Context: an optimization exercise on an open-source flow, tuned for small area and a short achievable clock period. The choices shown serve that exercise and are no tape-out recipe.
The RTL was checked by simulation tests, not by an equivalence proof against the original design.
No activity file was given, so power comes from the tool's default toggle rates.

==> design.v <==
module alu_design #(parameter W = 16, parameter N = 4) ( 
  clock, reset, CE, INP_valid, MODE, CMD, OPA, OPB, CIN, ERR, RES, OV, COUT, G, L, E);
  input clock;
  input reset;
  input CE;                     
  input [1:0] INP_valid;       
  input MODE;                  
  input [N-1:0] CMD;           
  input [W-1:0] OPA;           
  input [W-1:0] OPB;           
  input CIN;                   
  output reg ERR;              
  output reg [2*W-1:0] RES;    
  output reg OV;               
  output reg COUT;             
  output reg G;                
  output reg L;                
  output reg E;                
parameter SHIFT_W = $clog2(W);
reg [W-1:0] opa_r, opb_r;
reg [N-1:0] cmd_r;
reg [1:0] valid_r;
reg mode_r, cin_r;
reg [2*W - 1:0] res_comb;
reg cout_comb, ov_comb, g_comb, l_comb, e_comb, err_comb;
reg [SHIFT_W-1:0] shift_amount;
always @(posedge clock or posedge reset) begin
  if (reset) begin
    opa_r   <= 0;
    opb_r   <= 0;
    cmd_r   <= 0;
    valid_r <= 0;
    mode_r  <= 0;
    cin_r   <= 0;
  end else if (CE) begin
    opa_r   <= OPA;
    opb_r   <= OPB;
    cmd_r   <= CMD;
    valid_r <= INP_valid;
    mode_r  <= MODE;
    cin_r   <= CIN;
  end
end
always @(*) begin
  res_comb  = 0;
  cout_comb = 0;
  ov_comb   = 0;
  g_comb    = 0;
  l_comb    = 0;
  e_comb    = 0;
  err_comb  = 0;
  shift_amount = 0;
  if (mode_r) begin  
    case (valid_r)
      2'b01: begin  
        case (cmd_r)
          4'b0100: begin
            res_comb  = opa_r + 1;
            cout_comb = res_comb[W];
          end
          4'b0101: begin
            res_comb = opa_r - 1;
            ov_comb  = res_comb[W];
          end
          default: err_comb = 1;
        endcase
      end
      2'b10: begin  
        case (cmd_r)
          4'b0110: begin
            res_comb  = {{W{1'b0}}, opb_r + 1};
            cout_comb = res_comb[W];
          end
          4'b0111: begin
            res_comb = {{W{1'b0}}, opb_r - 1};
            ov_comb  = res_comb[W];
          end
          default: err_comb = 1;
        endcase
      end
      2'b11: begin  
        case (cmd_r)
          4'b0000: begin
            res_comb = opa_r + opb_r;
            cout_comb = res_comb[W];
          end
          4'b0001: begin
            res_comb = opa_r - opb_r;
            ov_comb = (opa_r < opb_r);
          end
          4'b0010: begin
            res_comb = opa_r + opb_r + cin_r;
            cout_comb = res_comb[W];
          end
          4'b0011: begin
            res_comb = opa_r - opb_r - cin_r;
            ov_comb = (opa_r < (opb_r + cin_r));
          end
          4'b1000: begin  
            if (opa_r == opb_r) begin
              e_comb = 1;
              g_comb = 0;
              l_comb = 0;
            end
            else if (opa_r > opb_r) begin
              e_comb = 0;
              g_comb = 1;
              l_comb = 0;
            end
            else begin
              e_comb = 0;
              g_comb = 0;
              l_comb = 1;
            end
          end
          4'b1001:   res_comb = (opa_r + 1) * (opb_r + 1);
          4'b1010: res_comb = (opa_r << 1) * opb_r;
          4'b1011: begin  
                   res_comb = $signed(opa_r) + $signed(opb_r);
                   ov_comb = (($signed(opa_r) > 0 && $signed(opb_r) > 0 && $signed(res_comb[W-1:0]) <= 0) ||
                             ($signed(opa_r) < 0 && $signed(opb_r) < 0 && $signed(res_comb[W-1:0]) >= 0));
                  if ($signed(opa_r) == $signed(opb_r)) begin
                    e_comb = 1;
                    g_comb = 0;
                    l_comb = 0;
                  end
                  else if ($signed(opa_r) > $signed(opb_r)) begin
                    e_comb = 0;
                    g_comb = 1;
                    l_comb = 0;
                  end
                  else begin
                    e_comb = 0;
                    g_comb = 0;
                    l_comb = 1;
                  end
          end
          4'b1100: begin  
                   res_comb = $signed(opa_r) - $signed(opb_r);
                   ov_comb = (($signed(opa_r) >= 0 && $signed(opb_r) < 0 && $signed(res_comb[W-1:0]) < 0) ||
                             ($signed(opa_r) < 0 && $signed(opb_r) >= 0 && $signed(res_comb[W-1:0]) >= 0));
                   if ($signed(opa_r) == $signed(opb_r)) begin
                     e_comb = 1;
                     g_comb = 0;
                     l_comb = 0;
                   end
                   else if ($signed(opa_r) > $signed(opb_r)) begin
                     e_comb = 0;
                     g_comb = 1;
                     l_comb = 0;
                   end
                   else begin
                     e_comb = 0;
                     g_comb = 0;
                     l_comb = 1;
                  end
          end
          default: err_comb = 1;
        endcase
      end
      default: err_comb = 1;
    endcase
  end else begin  
    case (valid_r)
      2'b01: begin  
        case (cmd_r)
          4'b0110:   res_comb = {{W{1'b0}}, ~opa_r};
          4'b1000:  res_comb = {{W{1'b0}}, opa_r >> 1};
          4'b1001:  res_comb = {{W{1'b0}}, opa_r << 1};
          default: err_comb = 1;
        endcase
      end
      2'b10: begin  
        case (cmd_r)
          4'b0111:   res_comb = {{W{1'b0}}, ~opb_r};
          4'b1010:  res_comb = {{W{1'b0}}, opb_r >> 1};
          4'b1011:  res_comb = {{W{1'b0}}, opb_r << 1};
          default: err_comb = 1;
        endcase
      end
      2'b11: begin  
        case (cmd_r)
          4'b0000:   res_comb = {{W{1'b0}}, opa_r & opb_r};
          4'b0001:  res_comb = {{W{1'b0}}, ~(opa_r & opb_r)};
          4'b0010:    res_comb = {{W{1'b0}}, opa_r | opb_r};
          4'b0011:   res_comb = {{W{1'b0}}, ~(opa_r | opb_r)};
          4'b0100:   res_comb = {{W{1'b0}}, opa_r ^ opb_r};
          4'b0101:  res_comb = {{W{1'b0}}, ~(opa_r ^ opb_r)};
          4'b1100: begin  
            if (|opb_r[W-1:SHIFT_W+1])   
              err_comb = 1;
            else begin
              shift_amount = opb_r[SHIFT_W-1:0];
              res_comb = {{W{1'b0}}, (opa_r << shift_amount) | (opa_r >> (W - shift_amount))};
            end
          end
          4'b1101: begin  
            if (|opb_r[W-1:SHIFT_W+1])   
              err_comb = 1;
            else begin
              shift_amount = opb_r[SHIFT_W-1:0];
              res_comb = {{W{1'b0}}, (opa_r >> shift_amount) | (opa_r << (W - shift_amount))};
            end
          end
          default: err_comb = 1;
        endcase
      end
      default: err_comb = 1;
    endcase
  end
end
always @(posedge clock or posedge reset) begin
  if (reset) begin
    RES  <= 0;
    COUT <= 0;
    OV   <= 0;
    G    <= 0;
    L    <= 0;
    E    <= 0;
    ERR  <= 0;
  end else if (CE) begin
    RES  <= res_comb;
    COUT <= cout_comb;
    OV   <= ov_comb;
    G    <= g_comb;
    L    <= l_comb;
    E    <= e_comb;
    ERR  <= err_comb;
  end
end
endmodule
==> run.sh <==
#!/bin/bash
# synth_recipe.tcl (not shown) runs the flow's synth.tcl, then flattens the netlist and writes it again
# the make line also repeats each setting of config.mk as NAME=value (left out here)
make -C /OpenROAD-flow-scripts/flow DESIGN_CONFIG=/design/flow/config.mk WORK_HOME=/design/flow/orfs CLKGATE_MAP_FILE= SYNTH_SCRIPT=/design/flow/synth_recipe.tcl finish
==> config.mk <==
export PLATFORM = sky130hd
export DESIGN_NAME = alu_design
export DESIGN_NICKNAME = alu_design
export VERILOG_FILES = /design/flow/design.v
export SDC_FILE = /design/flow/constraint.sdc
export NUM_CORES = 4
export LEC_CHECK = 0
export CAP_MARGIN = 20
export CORE_MARGIN = 2
export CORE_UTILIZATION = 45
export PLACE_DENSITY = 0.6
export SLEW_MARGIN = 20
==> constraint.sdc <==
create_clock -name core_clock -period 8.3 [get_ports {clock}]
set_input_delay 1.6600 -clock core_clock [delete_from_list [all_inputs] [get_ports {clock}]]
set_output_delay 1.6600 -clock core_clock [all_outputs]
set_load 0.01 [all_outputs]
==> metrics.yaml <==
placement:
  place.gp.congestion: 1.06
  io_buffers: 80
  post-dp-hpwl_um: 108000
  placed_cells: 4727
sta:
  maxSlewViolCount: 0
  fmax_mhz: 125
  fin_crit_ps: 8000
  fin_crit_sh: 0.964
  fin_worst_skew_ps: 11.2
  tns_ps: 0
  final_hold_viol_count: 0
  worst_pin_slew_ps: 1290
  hold-worst-slack_ps: 486
  slew_headroom: 0.131
  setup_viol: 0
synthesis:
  yosysSeqAreaShare: 0.0653
  synth_area_leaders: "fa_1, ha_1, inv_1"
  synthDistinctLibCells: 82
  avgSynthCellArea_um2: 7.84
  synth_cells: 3809
  synth_flop_cell: "dfrtp_1"
  synth_top_cell_area_share: 0.280
  yosysTopAreaCell: "fa_1"
  async_flop_share: 1.00
  syn_area_um2: 29900
  synth-edff-count: 0
  yosys_warnings: 1
  syn_nets: 4543
  synth_seq_cells: 78
floorplan:
  core_area_um2: 65700
  start_util: 0.454
  die_h_um: 262
  die-area_um2: 68500
  die_x_um: 262
  rows: 94
  boundaryPins: 81
critical_path:
  critPathLaunchType: "flip-flop"
  endpoint_kind: "flip-flop"
  critical_path.max_fanout: 20
  arrival_ps: 8270
  worstPathRequired_ps: 8560
  crit_type: "reg2reg"
cts:
  hold_buffers: 0
  cts_root_buf: "clkbuf_16"
  tritoncts: "built"
  clk_path_buf_depth: 2
  htree_levels: 3
  cts_buffers: 9
  clock_insertion_delay_worst_skew_ps: 400
  cts.clk_slew.worst_paths_ps: 70
  cts.sinks: 78
cells_and_area:
  nNetsFinal: 4609
  syn_to_final_growth_pct: 10.6
  final_common_cell: "inv_1"
  final_cell_mix: "inv_1, nand2_1, fa_1"
  instances_no_fill: 4748
  drive_above_1_share: 0.0856
drt:
  drc: 0
  drt_iter0_drc: 3620
  ant_nets: 0
  vias: 29900
  first_pass_iters: 11
  wl_per_cell_um: 28.7
  finalWirelength_um: 136000
  via_per_inst: 6.30
pwr:
  power.density_nw_per_um2: 435
  p_leak_nw: 15.2
  p_total_mw: 14.4
  vdd_ir_drop_max_mv: 0.571
grt:
  grt_pass1_wl_um: 199000
  first_global_vias: 29600
  grt_use_total: 0.401
  grt_antenna_before_repair: 6
  grt_start_max_net_pins: 76
  grt_remaining_overflow: 0
outcome:
  status: "no timing/DRC/antenna violations"
run:
  timing.max_cap.violations: 0
hold_path:
  hp-class: "reg2reg"
## sequential cells by signal (all words and copies together), names as in the netlist, 2 cells and up
signal / flops
valid_r: 2
opa_r: 16
opb_r: 16
cmd_r: 4
RES: 32
## path summary, 6_finish.rpt
| check | depth (start not counted) | start | slack (ps) | endpoint |
|---|---|---|---|---|
| worst min register to register | 1 | RES[10] | 490 | RES[10] |
| max in group asynchronous | 3 | reset | 5420 | opb_r[0] |
| worst min-delay path | 1 | RES[10] | 490 | RES[10] |
| worst max-delay path | 24 | opb_r[5] | 300 | RES[31] |
| worst max register to register | 24 | opb_r[5] | 300 | RES[31] |
| min in group asynchronous | 2 | reset | 1660 | RES[30] |
## per-stage QoR
stage / area [µm²] / util / setup slack (ps)
floorplan: 29900 / - / 75.8
global placement: 32500 / 0.495 / 344
detailed placement: 32500 / 0.495 / 190
CTS: 32900 / 0.500 / 164
global route: 33000 / 0.502 / -21.9
finish: 33000 / 0.502 / 296
## power by group
| part | switching (mW) | internal (mW) | total [mW] | leakage (nW) |
|---|---|---|---|---|
| Combinational | 8.69 | 4.72 | 13.4 | 14.0 |
| Clock | 0.216 | 0.267 | 0.482 | 0.151 |
| Sequential | 0.0630 | 0.410 | 0.473 | 0.996 |
## cells in the mapped netlist (42+ instances only)
cell	count
buf_1	55
a21oi_1	146
nand2_1	505
dfrtp_1	78
clkbuf_1	165
o22ai_1	66
a221oi_1	42
nor3_1	51
inv_1	569
xor2_1	47
fa_1	418
nand3_1	58
xnor2_1	185
ha_1	273
o21ai_0	168
nor2_1	393
## routing by layer
metal	share of wire	GRT usage	vias up
met5	0.00016	0	-
met4	0.070	0.226	4
met2	0.43	0.605	2025
met3	0.12	0.103	565
met1	0.39	0.523	14600
li1	-	-	12700
## area by class of cell
class	instances	area, µm²
tap	864	1080
timing repair buffer	287	2430
fill	6537	32700
inverter	591	2220
clock buffer	10	229
clock inverter	6	95.1
antenna	4	10.0
sequential	78	1960
multi-input combinational	2908	25000
## repair_timing
action,in CTS,in global routing
setup endpoints to repair,0,10
gates resized for setup,0,29
buffers inserted,0,1
## worst max-delay path, stage by stage, from the launching register on
cell and delay (ps):
dfrtp_1 460, buf_4 440, inv_1 320, nor2_1 240, fa_1 480, fa_1 550
fa_1 450, fa_1 550, inv_1 50, fa_1 490, inv_1 50, fa_1 440
ha_1 350, nand3_1 320, nor3_1 390, o211ai_1 160, buf_4 210, a21oi_1 220
nor2_1 160, o31ai_1 380, a221oi_1 180, o31a_1 370, xnor2_1 180, a221oi_1 320
o2bb2ai_1 90
## cell families (layout without fill, tap and decap cells)
logic type | count (synthesis) | after routing | synth area share
multiplexers | 69 | 69 | 0.0339
AND/OR/NAND/NOR | 1185 | 1185 | 0.171
other | 0 | 4 | 0
buffers and inverters | 823 | 894 | 0.104
flip-flops | 78 | 78 | 0.0653
AO/OA/AOI/OAI | 728 | 728 | 0.162
adder cells (fa/ha/maj) | 691 | 691 | 0.394
XOR/XNOR | 235 | 235 | 0.0697

[port drivers added, routing unchanged]
How much do the figures lean on ideal ports? The routed layout below was timed once more, with nothing changed but the port constraints.
Step 1 sets driving cells, clkbuf_16 on the clock port and buf_2 on the other inputs (assumed; they add their load-dependent delay and slew).
Step 2 moves the port delays by t, midway between the first and last clock arrival at a register: inputs arrive t later, outputs are due t later. That takes back most of the time a late clock gives input paths.
Slacks: ideal / step 1 / step 2; pairs: ideal / step 1.
t (ns): 0.445
slack for setup (ns): 0.296 / 0.296 / 0.296
worst data-port slew with drivers (ns): 0.04
After both steps setup and hold are still met in this run. The setup slack of this run moves by 0.000 ns with the drivers and by 0.000 ns with both steps.
